What follows belongs to an exercise in optimizing a design on an open flow for small area and a short achievable clock period; a production flow would make more cautious choices.
RTL that was checked went through simulation tests only; none was proved equivalent to the original.
The clock port is modelled as an ideal driver, which makes a skipped or thinned clock tree look cheaper than it is; a real chip needs a root buffer or a tree.
No activity file was given, so power comes from the tool's default toggle rates.

Design fifo_sync, start of the top module:
module fifo_sync #(
     parameter Depth = 64,
     parameter Width = 8)
    (input clk,
     input  resetn,
     input [Width-1:0] data_in,
     input wr_en, rd_en,
     output [Width-1:0] data_out,
     output empty, full);
Size in the first run: roughly 2000 cells after synthesis, about 530 flip-flops, about 22 I/O pins.
clock: 4.0 ns
lec_check: 0
cap_margin: 20
core_margin: 2
core_utilization: 50
setup_slack_margin: 2.25
slew_margin: 20
synth_hierarchical: 1
synth_minimum_keep_size: 0
standard.sh (not shown) runs the stock make flow with config.mk's settings and CLKGATE_MAP_FILE= SYNTH_SCRIPT=/design/flow/synth_recipe.tcl, a recipe that flattens the netlist after the stock synthesis.
==> flow/flow/run.sh <==
#!/bin/bash
# The standard ORFS flow (standard.sh), except that the clock tree is built by
# flow/cts_hook.tcl: a two-level tree of root buffers (up to 4 on the clock
# port) feeding leaf buffers at the centres of balanced groups of flip-flops.
set -euo pipefail
here=$(pwd)
export PRE_CTS_TCL=$here/flow/cts_hook.tcl
export MYCTS_LEAVES=${MYCTS_LEAVES:-21}
export MYCTS_ROOTS=${MYCTS_ROOTS:-4}
# port buffers: a plain buffer rather than the delay cell ORFS picks by area
export BUFFER_PORTS_ARGS="-buffer_cell sky130_fd_sc_hd__buf_4"
bash standard.sh finish > "$here/orfs_make.log" 2>&1 || { tail -n 50 "$here/orfs_make.log"; exit 1; }
tail -n 5 "$here/orfs_make.log"
Other scripts of this flow, unchanged in this note and not shown: flow/flow/cts_hook.tcl, flow/flow/mycts.tcl
The starting point went through all stages and came out clean.
Rerun with:
--- a/flow/flow/run.sh
+++ b/flow/flow/run.sh
@@ -8,6 +8,4 @@
 export MYCTS_LEAVES=${MYCTS_LEAVES:-21}
 export MYCTS_ROOTS=${MYCTS_ROOTS:-4}
-# port buffers: a plain buffer rather than the delay cell ORFS picks by area
-export BUFFER_PORTS_ARGS="-buffer_cell sky130_fd_sc_hd__buf_4"
 bash standard.sh finish > "$here/orfs_make.log" 2>&1 || { tail -n 50 "$here/orfs_make.log"; exit 1; }
 tail -n 5 "$here/orfs_make.log"
--- a/flow/config.mk
+++ b/flow/config.mk
@@ -8,7 +8,8 @@
 export CAP_MARGIN = 20
 export CORE_MARGIN = 2
-export CORE_UTILIZATION = 50
-export SETUP_SLACK_MARGIN = 2.25
+export CORE_UTILIZATION = 55
+export SETUP_SLACK_MARGIN = 2.3
 export SLEW_MARGIN = 20
 export SYNTH_HIERARCHICAL = 1
 export SYNTH_MINIMUM_KEEP_SIZE = 0
+export TNS_END_PERCENT = 5
Outcome: The new run finished clean; synthesized area is unchanged; wire length came out lower by about 3.6%; critical path depth came out higher by 3; cell area came out lower by 0.44%; clock power barely changes.
Rerun with:
--- a/flow/flow/run.sh
+++ b/flow/flow/run.sh
@@ -8,4 +8,6 @@
 export MYCTS_LEAVES=${MYCTS_LEAVES:-21}
 export MYCTS_ROOTS=${MYCTS_ROOTS:-4}
+# port buffers: a plain buffer rather than the delay cell ORFS picks by area
+export BUFFER_PORTS_ARGS="-buffer_cell sky130_fd_sc_hd__buf_4"
 bash standard.sh finish > "$here/orfs_make.log" 2>&1 || { tail -n 50 "$here/orfs_make.log"; exit 1; }
 tail -n 5 "$here/orfs_make.log"
--- a/flow/config.mk
+++ b/flow/config.mk
@@ -8,8 +8,8 @@
 export CAP_MARGIN = 20
 export CORE_MARGIN = 2
-export CORE_UTILIZATION = 55
-export SETUP_SLACK_MARGIN = 2.3
+export CORE_UTILIZATION = 50
+export SETUP_SLACK_MARGIN = 2.35
 export SLEW_MARGIN = 20
 export SYNTH_HIERARCHICAL = 1
 export SYNTH_MINIMUM_KEEP_SIZE = 0
-export TNS_END_PERCENT = 5
+export TNS_END_PERCENT = 2
Setup slack improves by 0.039 ns.
Final area is about the same.
Total power goes up slightly.
Die area goes up by roughly a tenth.
Cell count goes up slightly.
Area after synthesis is unchanged.
First-iteration DRC count goes up slightly.
Global-route usage goes down by 1.6 points.
Rerun with:
--- a/flow/config.mk
+++ b/flow/config.mk
@@ -8,8 +8,7 @@
 export CAP_MARGIN = 20
 export CORE_MARGIN = 2
-export CORE_UTILIZATION = 50
-export SETUP_SLACK_MARGIN = 2.35
+export CORE_UTILIZATION = 65
+export SETUP_SLACK_MARGIN = 2.25
 export SLEW_MARGIN = 20
 export SYNTH_HIERARCHICAL = 1
 export SYNTH_MINIMUM_KEEP_SIZE = 0
-export TNS_END_PERCENT = 2
=> Power climbs by 2.8%; combinational power climbs by 8.2%; die area drops by 23%; core utilization climbs by 18 points; routed wire length stays flat.
Rerun with:
--- a/flow/flow/run.sh
+++ b/flow/flow/run.sh
@@ -8,6 +8,4 @@
 export MYCTS_LEAVES=${MYCTS_LEAVES:-21}
 export MYCTS_ROOTS=${MYCTS_ROOTS:-4}
-# port buffers: a plain buffer rather than the delay cell ORFS picks by area
-export BUFFER_PORTS_ARGS="-buffer_cell sky130_fd_sc_hd__buf_4"
 bash standard.sh finish > "$here/orfs_make.log" 2>&1 || { tail -n 50 "$here/orfs_make.log"; exit 1; }
 tail -n 5 "$here/orfs_make.log"
--- a/flow/config.mk
+++ b/flow/config.mk
@@ -8,7 +8,8 @@
 export CAP_MARGIN = 20
 export CORE_MARGIN = 2
-export CORE_UTILIZATION = 65
-export SETUP_SLACK_MARGIN = 2.25
+export CORE_UTILIZATION = 55
+export SETUP_SLACK_MARGIN = 2.2
 export SLEW_MARGIN = 20
 export SYNTH_HIERARCHICAL = 1
 export SYNTH_MINIMUM_KEEP_SIZE = 0
+export TNS_END_PERCENT = 10
Effect:
- final area fell by 4.6%
- sequential cell count does not change
- first-iteration DRC count goes down by 17%
- routed wire length shrinks by 3.2%
No run of this note takes its clock network from TritonCTS; it comes from the design's own scripts or RTL.


fifo_sync, a different RTL version from the one above (not shown whole).
Size: ~2000 cells after synthesis, roughly 20000 µm² of cells after synthesis.
==> flow/config.mk <==
export PLATFORM = sky130hd
export DESIGN_NAME = fifo_sync
export DESIGN_NICKNAME = fifo_sync
export VERILOG_FILES = /design/flow/design.v
export SDC_FILE = /design/flow/constraint.sdc
export NUM_CORES = 4
export LEC_CHECK = 0
export CAP_MARGIN = 20
export CORE_MARGIN = 2
export CORE_UTILIZATION = 55
export SETUP_SLACK_MARGIN = 2.3
export SLEW_MARGIN = 20
export SYNTH_HIERARCHICAL = 1
export SYNTH_MINIMUM_KEEP_SIZE = 0
export TNS_END_PERCENT = 5
==> flow/constraint.sdc <==
create_clock -name core_clock -period 4.0 [get_ports {clk}]
set_input_delay 0.8000 -clock core_clock [delete_from_list [all_inputs] [get_ports {clk}]]
set_output_delay 0.8000 -clock core_clock [all_outputs]
set_load 0.01 [all_outputs]
==> flow/flow/run.sh <==
#!/bin/bash
# The standard ORFS flow (standard.sh), except that the clock tree is built by
# flow/cts_hook.tcl: a two-level tree of root buffers (up to 4 on the clock
# port) feeding leaf buffers at the centres of balanced groups of flip-flops.
set -euo pipefail
here=$(pwd)
export PRE_CTS_TCL=$here/flow/cts_hook.tcl
export MYCTS_LEAVES=${MYCTS_LEAVES:-21}
export MYCTS_ROOTS=${MYCTS_ROOTS:-4}
# port buffers: a plain buffer rather than the delay cell ORFS picks by area
export BUFFER_PORTS_ARGS="-buffer_cell sky130_fd_sc_hd__buf_4"
bash standard.sh finish > "$here/orfs_make.log" 2>&1 || { tail -n 50 "$here/orfs_make.log"; exit 1; }
tail -n 5 "$here/orfs_make.log"
Other scripts of this flow, unchanged in this note and not shown: flow/flow/cts_hook.tcl, flow/flow/mycts.tcl
The starting point passed the timing, design-rule and antenna checks.
Next try:
--- a/flow/config.mk
+++ b/flow/config.mk
@@ -11 +11 @@
-export SETUP_SLACK_MARGIN = 2.3
+export SETUP_SLACK_MARGIN = 2.25
@@ -15 +14,0 @@
-export TNS_END_PERCENT = 5
Result: Critical path depth went up by 5; utilization went down by 0.67 points; total power is lower slightly; final cell count hardly moves; sequential share of layout area went up by 0.52 points; wire length is lower by a little under a tenth; global-route usage goes down by 2.1 points.
Next try:
--- a/flow/config.mk
+++ b/flow/config.mk
@@ -10,0 +11 @@
+export PLACE_DENSITY = 0.72
Effect: The changed run passed the timing, design-rule and antenna checks. Via count goes up by 1.2%. Design area went down by 1.5%. Utilization came out lower by 0.94 points.
No run of this note included a check of the RTL's function; only the layout flow was run. No run of this note takes its clock network from TritonCTS; it comes from the design's own scripts or RTL.


Setup of job 101:
RTL: one of the versions met above, not the one the previous note started from.
Size: about 2000 cells after synthesis, roughly 22 I/O pins, about 0.020 mm2 of cells after synthesis.
export LEC_CHECK = 0
export CAP_MARGIN = 5
export CORE_MARGIN = 2
export CORE_UTILIZATION = 55
export SETUP_SLACK_MARGIN = 2.25
export SLEW_MARGIN = 5
export SYNTH_HIERARCHICAL = 1
export SYNTH_MINIMUM_KEEP_SIZE = 0
create_clock -name core_clock -period 4.0 [get_ports {clk}]
Scripts as last shown in full above: flow/flow/run.sh
Other scripts of this flow, unchanged in this note and not shown: flow/flow/cts_hook.tcl, flow/flow/mycts.tcl
Job 101 | status: complete | timing, DRC, antenna: pass
#### Input delta (job 102 over job 101)
==> flow/config.mk <==
export PLATFORM = sky130hd
export DESIGN_NAME = fifo_sync
export DESIGN_NICKNAME = fifo_sync
export VERILOG_FILES = /design/flow/design.v
export SDC_FILE = /design/flow/constraint.sdc
export NUM_CORES = 4
export LEC_CHECK = 0
export CAP_MARGIN = 20
export CORE_MARGIN = 2
export CORE_UTILIZATION = 50
export SETUP_SLACK_MARGIN = 2.3
export SLEW_MARGIN = 20
export SYNTH_HIERARCHICAL = 1
export SYNTH_MINIMUM_KEEP_SIZE = 0
export TNS_END_PERCENT = 5
--- outcome ---
Growth of design area from synthesis to finish ends up higher on job 101.
Going from job 101 to job 102, the final layout net count was found to have gone down by 1.6%.
Going from job 101 to job 102, buffering stage count on the worst path with inverters included decreased 1; sequential share of layout area increased 1.0 points.
No run of this note takes its clock network from TritonCTS; it comes from the design's own scripts or RTL.


Setup of lane 1:
fifo_sync, a different RTL version from the one above (not shown whole).
For scale: about 530 flip-flops, about 22 I/O pins, ~20000 sq um of cells after synthesis.
==> flow/config.mk <==
export PLATFORM = sky130hd
export DESIGN_NAME = fifo_sync
export DESIGN_NICKNAME = fifo_sync
export VERILOG_FILES = /design/flow/design.v
export SDC_FILE = /design/flow/constraint.sdc
export NUM_CORES = 4
export LEC_CHECK = 0
export CAP_MARGIN = 20
export CORE_MARGIN = 2
export CORE_UTILIZATION = 50
export SETUP_SLACK_MARGIN = 2.25
export SLEW_MARGIN = 20
export SYNTH_HIERARCHICAL = 1
export SYNTH_MINIMUM_KEEP_SIZE = 0
==> flow/constraint.sdc <==
create_clock -name core_clock -period 4.0 [get_ports {clk}]
set_input_delay 0.8000 -clock core_clock [delete_from_list [all_inputs] [get_ports {clk}]]
set_output_delay 0.8000 -clock core_clock [all_outputs]
set_load 0.01 [all_outputs]
Scripts as last shown in full above: flow/flow/run.sh
Other scripts of this flow, unchanged in this note and not shown: flow/flow/cts_hook.tcl, flow/flow/mycts.tcl
The following lists how lane 2 was set up differently from lane 1:
# lane 1
export LEC_CHECK = 0
export CAP_MARGIN = 20
export CORE_MARGIN = 2
export CORE_UTILIZATION = 50
export SETUP_SLACK_MARGIN = 2.25
export SLEW_MARGIN = 20
export SYNTH_HIERARCHICAL = 1
export SYNTH_MINIMUM_KEEP_SIZE = 0
create_clock -name core_clock -period 4.0 [get_ports {clk}]
# lane 2
export LEC_CHECK = 0
export CAP_MARGIN = 20
export CORE_MARGIN = 2
export CORE_UTILIZATION = 50
export SETUP_SLACK_MARGIN = 2.3
export SLEW_MARGIN = 20
export SYNTH_HIERARCHICAL = 1
export SYNTH_MINIMUM_KEEP_SIZE = 0
export TNS_END_PERCENT = 5
create_clock -name core_clock -period 4.0 [get_ports {clk}]
## What came out
Lane 2 against lane 1: final design utilization moved up, fraction of met1 tracks used by global routing moved down, final hold slack moved up, clock share of power level, cell count moved up. Compared with lane 1, lane 2 shows a higher area growth from synthesis to final layout. Lane 2 -> lane 1: worst path arrival time flat. The share of total power in combinational logic in lane 2 was higher than what lane 1 gave. Between lane 2 and lane 1, the netlist area before placement figures differ only marginally. Lane 1 → lane 2: clock skew -0.0048 ns; unique cell type count in the Yosys netlist comparable.
Function was not checked in any run of this note: the RTL went through the layout flow alone. In every run of this note, the design's own scripts or RTL, not TritonCTS, make the clock network.

[what the ideal ports hide]
How much do the figures lean on ideal ports? The routed layouts below were timed once more, with nothing changed but the port constraints. Step 1 (the two cells are an assumption about what drives the block):
set clk [get_ports {clk}]
set_driving_cell -lib_cell sky130_fd_sc_hd__clkbuf_16 $clk
set_driving_cell -lib_cell sky130_fd_sc_hd__buf_2 [delete_from_list [all_inputs] $clk]
Step 2, shift: input delay + t, output delay - t, t = (earliest + latest rising clock arrival at the registers) / 2. This alone moves slack from input paths to output paths. a / b / c = ideal ports / drivers / drivers and shift; a / b = the first two.
run	t (ns)	setup slack, ns	slew at the worst register clock pin (ns)
the first run of note 1	0.466	2.241 / 2.141 / 1.853	0.10 / 0.10
the second run of note 1	0.456	2.194 / 2.107 / 1.660	0.10 / 0.10
the third run of note 1	0.468	2.232 / 2.124 / 1.830	0.11 / 0.11
the fourth run of note 1	0.464	2.152 / 2.146 / 1.744	0.10 / 0.10
the fifth run of note 1	0.461	1.978 / 1.861 / 1.659	0.10 / 0.10
the first run of note 2	0.469	2.206 / 2.084 / 1.696	0.10 / 0.10
the second run of note 2	0.456	2.217 / 2.141 / 1.782	0.10 / 0.10
the third run of note 2	0.455	2.152 / 2.106 / 1.779	0.10 / 0.10
job 101	0.462	2.233 / 2.119 / 1.768	0.10 / 0.10
job 102	0.461	2.226 / 2.116 / 1.818	0.10 / 0.10
lane 1	0.458	2.242 / 2.129 / 1.694	0.10 / 0.10
lane 2	0.464	2.247 / 2.130 / 1.769	0.10 / 0.10
After both steps setup and hold are still met in every run listed. For lane 1, which loses most, drivers alone change the setup slack by -0.113 ns; drivers and shift together by -0.548 ns.
